What follows belongs to an exercise in optimizing a design on an open flow for small area, a short achievable clock period and few clock cycles per item; a production flow would make more cautious choices.
In this exercise RTL edits were held to simulation tests only and were not proved equivalent to the original.
No activity file was given, so power comes from the tool's default toggle rates.

### flow/run.sh
#!/bin/bash
# synth_recipe.tcl (not shown) runs the flow's synth.tcl, then flattens the netlist and writes it again
# the make line also repeats each setting of config.mk as NAME=value (left out here)
make -C /OpenROAD-flow-scripts/flow DESIGN_CONFIG=/design/flow/config.mk WORK_HOME=/design/flow/orfs CLKGATE_MAP_FILE= SYNTH_SCRIPT=/design/flow/synth_recipe.tcl finish
### flow/config.mk
export PLATFORM = sky130hd
export DESIGN_NAME = spiral
export DESIGN_NICKNAME = spiral
export VERILOG_FILES = /design/flow/design.v
export SDC_FILE = /design/flow/constraint.sdc
export NUM_CORES = 4
export LEC_CHECK = 0
export ABC_CLOCK_PERIOD_IN_PS = 3000
export CAP_MARGIN = 20
export CORE_MARGIN = 2
export CORE_UTILIZATION = 55
export SETUP_SLACK_MARGIN = 4.0
export SLEW_MARGIN = 20
### flow/constraint.sdc
create_clock -name core_clock -period 7.0 [get_ports {clk}]
set_input_delay 1.4000 -clock core_clock [delete_from_list [all_inputs] [get_ports {clk}]]
set_output_delay 1.4000 -clock core_clock [all_outputs]
set_load 0.01 [all_outputs]
### flow/design.v
module spiral #(
  parameter DATA_WIDTH = 8,
  parameter R_WIDTH  = 3,
  parameter C_WIDTH  = 3
)
(
  input  logic                  clk,
  input  logic                  rstn,
  input  logic [R_WIDTH-1:0]    row,  
  input  logic [C_WIDTH-1:0]    col,  
  input  logic [DATA_WIDTH-1:0] data_in,
  input  logic                  data_in_valid,
  output logic                  data_in_rdy,
  output logic [DATA_WIDTH-1:0] data_out,
  output logic                  data_out_valid,
  input  logic                  data_out_rdy
);
  localparam int N = 7;
  function automatic logic [N-1:0] dec(input logic [2:0] x);
    dec = '0;
    for (int k = 0; k < N; k++) if (x == 3'(k)) dec[k] = 1'b1;
  endfunction
  function automatic logic [N-1:0] rev(input logic [N-1:0] x);
    for (int k = 0; k < N; k++) rev[k] = x[N-1-k];
  endfunction
  function automatic logic [N-1:0] phys(input logic [2:0] x, input logic o);
    phys = o ? rev(dec(x)) : dec(x);
  endfunction
  logic [DATA_WIDTH-1:0] mem  [0:N-1][0:N-1];
  logic [N*N-1:0]        full;             
  logic [N-1:0] col0, col6;
  always_comb
    for (int i = 0; i < N; i++) begin
      col0[i] = full[i*N];
      col6[i] = full[i*N + N-1];
    end
  function automatic logic full_at(input logic [N-1:0] r, input logic [N-1:0] c,
                                   input logic [N*N-1:0] f);
    logic [N-1:0] hit;
    for (int i = 0; i < N; i++) hit[i] = r[i] && |(f[i*N +: N] & c);
    full_at = |hit;
  endfunction
  function automatic logic same(input logic [N-1:0] r0, input logic [N-1:0] c0,
                                input logic [N-1:0] r1, input logic [N-1:0] c1);
    same = |(r0 & r1) && |(c0 & c1);
  endfunction
  logic [2:0]   wi, wj;         
  logic         wo;             
  logic [N-1:0] wrow, wcol;     
  logic         wfire, w_eor, w_eom, first_w;
  assign wfire   = data_in_valid && data_in_rdy;
  assign w_eor   = (wj == 3'(col - 3'd1));
  assign w_eom   = w_eor && (wi == 3'(row - 3'd1));
  assign first_w = (wi == 3'd0) && (wj == 3'd0);
  logic [N-1:0] a_col, b_row, b_col, c_rc;
  assign a_col = wo ? (wcol >> 1) : (wcol << 1);
  assign b_row = wo ? (wrow >> 1) : (wrow << 1);
  assign b_col = wo ? 7'b1000000 : 7'b0000001;
  assign c_rc  = wo ? 7'b0000001 : 7'b1000000;
  localparam logic [1:0] D_R = 2'd0, D_D = 2'd1, D_L = 2'd2, D_U = 2'd3;
  logic         ract, ro, rok;
  logic [2:0]   ri, rj, rt, rb, rl, rr;
  logic [1:0]   rdir;
  logic [N-1:0] rrow, rcol;
  logic         rfire, rdone;
  assign rfire = rok && (!data_out_valid || data_out_rdy);
  logic [2:0] ri_n, rj_n, rt_n, rb_n, rl_n, rr_n;
  logic [1:0] rdir_n;
  always_comb begin
    ri_n = ri; rj_n = rj; rt_n = rt; rb_n = rb; rl_n = rl; rr_n = rr;
    rdir_n = rdir; rdone = 1'b0;
    case (rdir)
      D_R: if (rj != rr) rj_n = rj + 3'd1;
           else begin
             rt_n = rt + 3'd1; rdone = (rt == rb); rdir_n = D_D; ri_n = ri + 3'd1;
           end
      D_D: if (ri != rb) ri_n = ri + 3'd1;
           else begin
             rr_n = rr - 3'd1; rdone = (rl == rr); rdir_n = D_L; rj_n = rj - 3'd1;
           end
      D_L: if (rj != rl) rj_n = rj - 3'd1;
           else begin
             rb_n = rb - 3'd1; rdone = (rb == rt); rdir_n = D_U; ri_n = ri - 3'd1;
           end
      default: if (ri != rt) ri_n = ri - 3'd1;
           else begin
             rl_n = rl + 3'd1; rdone = (rl == rr); rdir_n = D_R; rj_n = rj + 3'd1;
           end
    endcase
  end
  logic [N-1:0] adv_row, adv_col;
  assign adv_row = phys(ri_n, ro);
  assign adv_col = phys(rj_n, ro);
  logic [1:0] qn;
  logic [5:0] q0, q1;
  logic       rfree, start_ok, qpop, bypass;
  logic [5:0] rshape;
  logic [2:0] st_rb, st_rr;
  logic       ro_s;           
  logic [N-1:0] s_rc;         
  assign rfree    = !ract || (rfire && rdone);
  assign start_ok = (qn != 2'd0) || (wfire && first_w);
  assign qpop     = rfree && (qn != 2'd0);
  assign bypass   = rfree && (qn == 2'd0) && wfire && first_w;
  assign rshape   = (qn != 2'd0) ? q0 : {row, col};
  assign st_rb    = rshape[5:3] - 3'd1;
  assign st_rr    = rshape[2:0] - 3'd1;
  assign ro_s     = ract ? ~ro : ro;
  assign s_rc     = ro_s ? 7'b1000000 : 7'b0000001;
  function automatic logic rclr(input logic [N-1:0] r, input logic [N-1:0] c);
    rclr = rfire && same(rrow, rcol, r, c);
  endfunction
  logic w_f_cur, w_f_a, w_f_b, w_f_c, w_busy_n;
  assign w_f_cur = !data_in_rdy && !rclr(wrow, wcol);
  assign w_f_a   = full_at(wrow, a_col, full) && !rclr(wrow, a_col);
  assign w_f_b   = |(b_row & (wo ? col6 : col0)) && !rclr(b_row, b_col);
  assign w_f_c   = (full_at(c_rc, c_rc, full) && !rclr(c_rc, c_rc)) ||
                   same(wrow, wcol, c_rc, c_rc);
  always_comb begin
    if (!wfire)      w_busy_n = w_f_cur;
    else if (!w_eor) w_busy_n = w_f_a;
    else if (!w_eom) w_busy_n = w_f_b;
    else             w_busy_n = w_f_c;
  end
  logic r_f_cur, r_f_adv, r_f_s;
  logic r_wcur, r_wadv, r_ws;
  assign r_wcur  = same(wrow, wcol, rrow, rcol);
  assign r_wadv  = same(wrow, wcol, adv_row, adv_col);
  assign r_ws    = same(wrow, wcol, s_rc, s_rc);
  assign r_f_adv = full_at(adv_row, adv_col, full);
  assign r_f_s   = full_at(s_rc, s_rc, full);
  always_ff @(posedge clk or negedge rstn) begin
    if (!rstn) begin
      wi <= '0; wj <= '0; wo <= 1'b0;
      wrow <= 7'b0000001; wcol <= 7'b0000001;
      data_in_rdy <= 1'b1;
      qn <= '0; q0 <= '0; q1 <= '0;
      ract <= 1'b0; ro <= 1'b0; rok <= 1'b0;
      ri <= '0; rj <= '0; rt <= '0; rb <= '0; rl <= '0; rr <= '0; rdir <= D_R;
      rrow <= '0; rcol <= '0;
      data_out_valid <= 1'b0;
      full <= '0;
    end else begin
      data_in_rdy <= !w_busy_n;
      if (wfire) begin
        if (!w_eor) begin
          wj <= wj + 3'd1; wcol <= a_col;
        end else if (!w_eom) begin
          wi <= wi + 3'd1; wj <= 3'd0; wrow <= b_row; wcol <= b_col;
        end else begin
          wi <= 3'd0; wj <= 3'd0; wo <= ~wo; wrow <= c_rc; wcol <= c_rc;
        end
      end
      begin
        logic push;
        push = wfire && first_w && !bypass;
        case ({push, qpop})
          2'b10: begin
            if (qn == 2'd0) q0 <= {row, col}; else q1 <= {row, col};
            qn <= qn + 2'd1;
          end
          2'b01: begin q0 <= q1; qn <= qn - 2'd1; end
          2'b11: begin
            if (qn == 2'd1) q0 <= {row, col};
            else begin q0 <= q1; q1 <= {row, col}; end
          end
          default: ;
        endcase
      end
      if (!ract) begin
        if (start_ok) begin
          ract <= 1'b1;
          ri <= '0; rj <= '0; rt <= '0; rl <= '0; rdir <= D_R;
          rb <= st_rb; rr <= st_rr;
          rrow <= s_rc; rcol <= s_rc;
          rok <= r_f_s || (wfire && r_ws);
        end
      end else if (rfire) begin
        if (rdone) begin
          ro <= ~ro;
          ract <= start_ok;
          ri <= '0; rj <= '0; rt <= '0; rl <= '0; rdir <= D_R;
          rb <= st_rb; rr <= st_rr;
          rrow <= s_rc; rcol <= s_rc;
          rok <= start_ok && (r_f_s || (wfire && r_ws));
        end else begin
          ri <= ri_n; rj <= rj_n; rt <= rt_n; rb <= rb_n; rl <= rl_n; rr <= rr_n;
          rdir <= rdir_n;
          rrow <= adv_row; rcol <= adv_col;
          rok <= r_f_adv || (wfire && r_wadv);
        end
      end else begin
        rok <= rok || (wfire && r_wcur);
      end
      if (rfire) data_out_valid <= 1'b1;
      else if (data_out_rdy) data_out_valid <= 1'b0;
      for (int i = 0; i < N; i++)
        for (int j = 0; j < N; j++) begin
          if (wfire && wrow[i] && wcol[j]) full[i*N+j] <= 1'b1;
          else if (rfire && rrow[i] && rcol[j]) full[i*N+j] <= 1'b0;
        end
    end
  end
  logic [DATA_WIDTH-1:0] rdata;
  always_comb begin
    rdata = '0;
    for (int i = 0; i < N; i++)
      for (int j = 0; j < N; j++)
        if (rrow[i] && rcol[j]) rdata = rdata | mem[i][j];
  end
  always_ff @(posedge clk) begin
    for (int i = 0; i < N; i++)
      for (int j = 0; j < N; j++)
        if (wfire && wrow[i] && wcol[j]) mem[i][j] <= data_in;
    if (rfire) data_out <= rdata;
  end
endmodule
==> summary.txt <==
-- layout by cell type (no fill, tap or decap), types with 7 or more instances in the layout --
| master | Yosys | routed |
|---|---|---|
| a222oi_1 | 46 | 46 |
| clkinv_1 | 5 | 11 |
| and3_1 | 54 | 53 |
| nand3_1 | 174 | 173 |
| clkinv_2 | 0 | 11 |
| buf_4 | 2 | 65 |
| a31oi_1 | 12 | 11 |
| nand2_1 | 132 | 127 |
| xor2_1 | 12 | 9 |
| clkbuf_1 | 112 | 14 |
| a32oi_1 | 10 | 10 |
| o211ai_1 | 8 | 8 |
| mux2_2 | 12 | 12 |
| nand4_1 | 34 | 34 |
| a22oi_1 | 123 | 122 |
| buf_2 | 2 | 9 |
| a21o_1 | 50 | 49 |
| o31ai_1 | 14 | 12 |
| nor4_1 | 18 | 16 |
| xnor2_1 | 28 | 24 |
| clkdlybuf4s50_1 | 0 | 15 |
| o21ai_0 | 69 | 66 |
| edfxtp_1 | 400 | 400 |
| inv_1 | 40 | 35 |
| dfrtp_2 | 0 | 19 |
| a22o_1 | 16 | 16 |
| a21oi_1 | 54 | 49 |
| clkbuf_16 | 0 | 53 |
| dfrtp_1 | 120 | 101 |
| mux2i_1 | 22 | 21 |
| nor2_1 | 54 | 51 |
| ha_1 | 25 | 20 |
| nor3_1 | 14 | 11 |
| o22ai_1 | 49 | 49 |
| clkinvlp_4 | 0 | 7 |
-- worst reg2reg max path: stages (launching register included) --
cell and delay (ns):
dfrtp_2 0.45, xor2_2 0.22, or4b_4 0.63, a41oi_4 0.17, o41a_1 0.24, buf_12 0.15
xnor2_4 0.17, mux2_4 0.34, a221o_1 0.32, o21ba_2 0.20, o31a_1 0.24, o31ai_2 0.29
a41oi_2 0.15
-- routing by layer --
| layer | track usage (%) | wire (µm) | vias to the layer above |
|---|---|---|---|
| met5 | 0.1112 | 9 | - |
| met4 | 10.91 | 2562 | 2 |
| met3 | 12.36 | 11910 | 213 |
| met2 | 55.86 | 36100 | 1370 |
| met1 | 54.87 | 32940 | 8871 |
| li1 | - | - | 7275 |
-- flip-flops by register name (all words and copies together), names as in the netlist, 3 cells and up --
name,flops
rb,3
full,49
rl,3
data_out,8
rcol,7
wrow,7
q0,6
wi,3
rj,3
rr,3
ri,3
q1,6
rt,3
wcol,7
wj,3
rrow,7
mem,392
-- worst max path at each step --
stage	slack, ns	endpoint	depth (start not counted)	start
floorplan	3.56	rok	13	rj[2]
global placement	2.64	rdir[1]	9	data_in_valid
detailed placement	2.53	rdir[1]	9	data_in_valid
CTS	3.30	rok	12	rj[2]
global route	3.16	rok	16	rj[1]
finish	3.30	rok	12	rj[0]
-- cells by family after synthesis --
kind of cell	count (synthesis)	synth area share [%]
compound gates	518	16.27
xor+xnor	41	1.631
fa+ha+maj	25	1.350
buf+inv	187	3.137
flops	523	65.14
mux	38	1.793
simple gates	504	10.68
-- synthesized netlist by cell type, drive strengths merged, types with 3 or more instances --
library cell	count
and2	5
mux2i	22
a32o	3
a211oi	7
o21ai	70
a21oi	54
o21bai	4
a21boi	4
a21o	50
nor2	55
inv	41
nand4	34
a221o	3
mux2	15
xnor2	29
ha	25
and3	54
a41oi	6
a22o	16
a31oi	12
a22oi	123
nand2	132
nand3	174
or3	3
o31ai	15
o22ai	49
nor4	19
nand2b	4
clkbuf	112
buf	29
xor2	12
o211ai	8
nor2b	3
clkinv	5
dfrtp	120
nor3	15
a222oi	46
dfstp	3
a311oi	6
edfxtp	400
a32oi	10
o32ai	4
a221oi	6
-- per-stage QoR --
stage | cells | total power [W] | hold WS [ns] | setup WS (ns)
floorplan | 1836 | 0.003419 | 0.4498 | 3.559
global placement | 2290 | 0.003481 | 0.4718 | 2.643
detailed placement | 2291 | 0.003483 | 0.4700 | 2.533
CTS | 2411 | 0.006144 | 0.4830 | 3.302
global route | 2433 | 0.006271 | 0.5330 | 3.165
finish | 2435 | 0.006145 | 0.4789 | 3.296
-- area by class of cell --
class | count | area [µm²]
repair buffers | 100 | 845.8
clock buffers | 67 | 1379
multi-input cells | 1128 | 7781
flip-flops and latches | 523 | 15120
diodes | 2 | 5.005
fillers | 3222 | 15500
inverters | 46 | 201.4
clock inverters | 30 | 251.5
well taps | 539 | 674.4
-- repair_timing --
item,CTS,global route
gates cloned,3,0
setup buffers,20,22
resized for setup,50,46
pin swaps,12,17
setup endpoints to repair,489,53
-- power by group --
group          internal (W)  leakage (nW)   total, W  switching [W]
sequential          0.00334          5.24    0.00334              0
combinational     0.0000151          3.36  0.0000802      0.0000651
clock               0.00148         0.790    0.00272        0.00124
==> metrics.md <==
| Metric | Value |
|---|---|
| Status | `complete, no violations` |
| Initial core utilization | `55.48%` |
| Setup crit end kind | `register` |
| Routed len/inst | `about 34 µm` |
| Worst hold path type | `register to register` |
| Via density | `7.282` |
| Initial antenna violation count | `2` |
| Drt drc | `0` |
| Die area | `0.04379 mm²` |
| Dpl hpwl | `49580 µm` |
| Final Cell Area | `between 0.02 and 0.03 mm²` |
| Number of synthesized flops with an enable pin | `400` |
| Final slew viol count | `0` |
| Pwr dens | `around 230 mW/mm²` |
| Syn Nets | `1879` |
| Yosys top cell area share | `51.84%` |
| Crit-path slowest cell | `or4b_4` |
| Fin crit share | `around 53%` |
| Post-Syn Area | `0.02317 mm²` |
| RSZ-0062 raised after global routing | `yes` |
| Die Wd | `209.3 µm` |
| Critical Path Source Type | `register` |
| Largest net degree at the start of global routing | `between 60 and 70` |
| Setup_tns | `0 ns` |
| Area leader, netlist | `edfxtp_1` |
| Synthesis Warnings | `2` |
| Arr. time, crit path | `4.20 ns` |
| Endpoints failing setup | `0` |
| Area Growth Syn to Fin | `13.32%` |
| Total Wirelength | `about 84000 µm` |
| Syn Inst Count | `1836` |
| DRT Pass-1 Iters | `10` |
| Buf/Inv on CP | `1` |
| Worst Path Required | `between 7 and 8 ns` |
| H-tree depth | `2` |
| Fmax | `0.2700 GHz` |
| Total via count in the routed design | `roughly 18000` |
| Clock root buffer master | `clkbuf_16` |
| Synth Register Bits | `~520` |
| Synth area leaders | `edfxtp_1 52%, dfrtp_1 13%, a22oi_1 4.0%, nand3_1 3.8%, nand2_1 2.1%` |
| Layout cells sized above 1 | `~14%` |
| WHS Endpoint | `qn[1]` |
| CTS tree | `built` |
| Global-route wire length before repair | `roughly 120000 µm` |
| CP Cell Sequence | `xor2_2 > or4b_4 > a41oi_4 > o41a_1 > buf_12 > xnor2_4 > mux2_4 > a221o_1 > o21ba_2 > o31a_1 > o31ai_2 > a41oi_2` |
| Number of global-route vias before repair | `approximately 17000` |
| Final Util | `62.87%` |
| Gpl congestion | `between 0.9 and 1` |
| Worst-path clk slew | `0.07 ns` |
| Chip height | `209.3 µm` |
| CTS hold repair buffers | `0` |
| Crit Path Max Fanout | `6` |
| FF-to-FF End | `rok` |
| Leak Pwr | `roughly 9.4 nW` |
| Nets | `between 1500 and 2000` |
| Ys async rst share | `23.52%` |
| Worst vdd ir | `between 150 and 200 µV` |
| MaxCap Viol Count | `0` |
| Primary FF master, synth | `edfxtp_1` |
| Slew @ Worst Pin | `1.139 ns` |
| Min-delay src | `qn[1]` |
| Reg2reg start | `rj[0]` |
| Gr usage total | `38.12%` |
| DRT antenna net count | `0` |
| Worst relative slew slack | `24.06%` |
| WS Path Type | `register to register` |
| Final Hold Vio Count | `0` |
| Highest cell delay on the worst timing path | `between 0.6 and 0.7 ns` |
| Bufs on Longest Clock Path | `3` |
| Top delay family on crit path | `compound AO/OA/AOI/OAI gates` |
| Cell Area, Placed | `0.02383 mm²` |
| I/O Buffers | `27` |
| Reg2reg setup slack | `3.30 ns` |
| Num CTS Buffers | `53` |
| Worst skew pair latency | `0.63 ns` |
| Hold depth | `2` |
| Starting DRC count in detailed routing | `a little under 3000` |
| Synth Area per Inst | `around 13 µm²` |
| Min Tclk post-route | `between 3 and 4 ns` |
| # clock sinks | `~520` |
| GRT overflow | `0` |
| Io pins | `28` |
| Yosys cell types | `81` |
| Max Clock Skew | `approximately 0.033 ns` |
| Site Rows | `75` |
| Worst R2R Path Depth | `12` |
| Sequential fraction of the synthesis area | `~65%` |
| Core outline area | `~0.042 mm²` |
Testbench counts, summed over its fixed seeds: cycles 9,507, items 8,134.

==> static timing again, ports no longer ideal <==
How much do the figures lean on ideal ports? The routed layout below was timed once more, with nothing changed but the port constraints. Step 1, drivers: a clkbuf_16 drives clk and a buf_2 each remaining input, both assumed. Step 2 moves the port delays by t, midway between the first and last clock arrival at a register: inputs arrive t later, outputs are due t later. That takes back most of the time a late clock gives input paths. a / b / c = ideal / step 1 / step 2; a / b = the first two.
shift t [ns]: 0.669
setup WS [ns]: 3.296 / 3.296 / 3.265
slew at the worst register clock pin (ns): 0.07 / 0.07
After both steps this run still meets setup and hold. For this run, drivers alone change the setup slack by 0.000 ns; drivers and shift together by -0.031 ns.
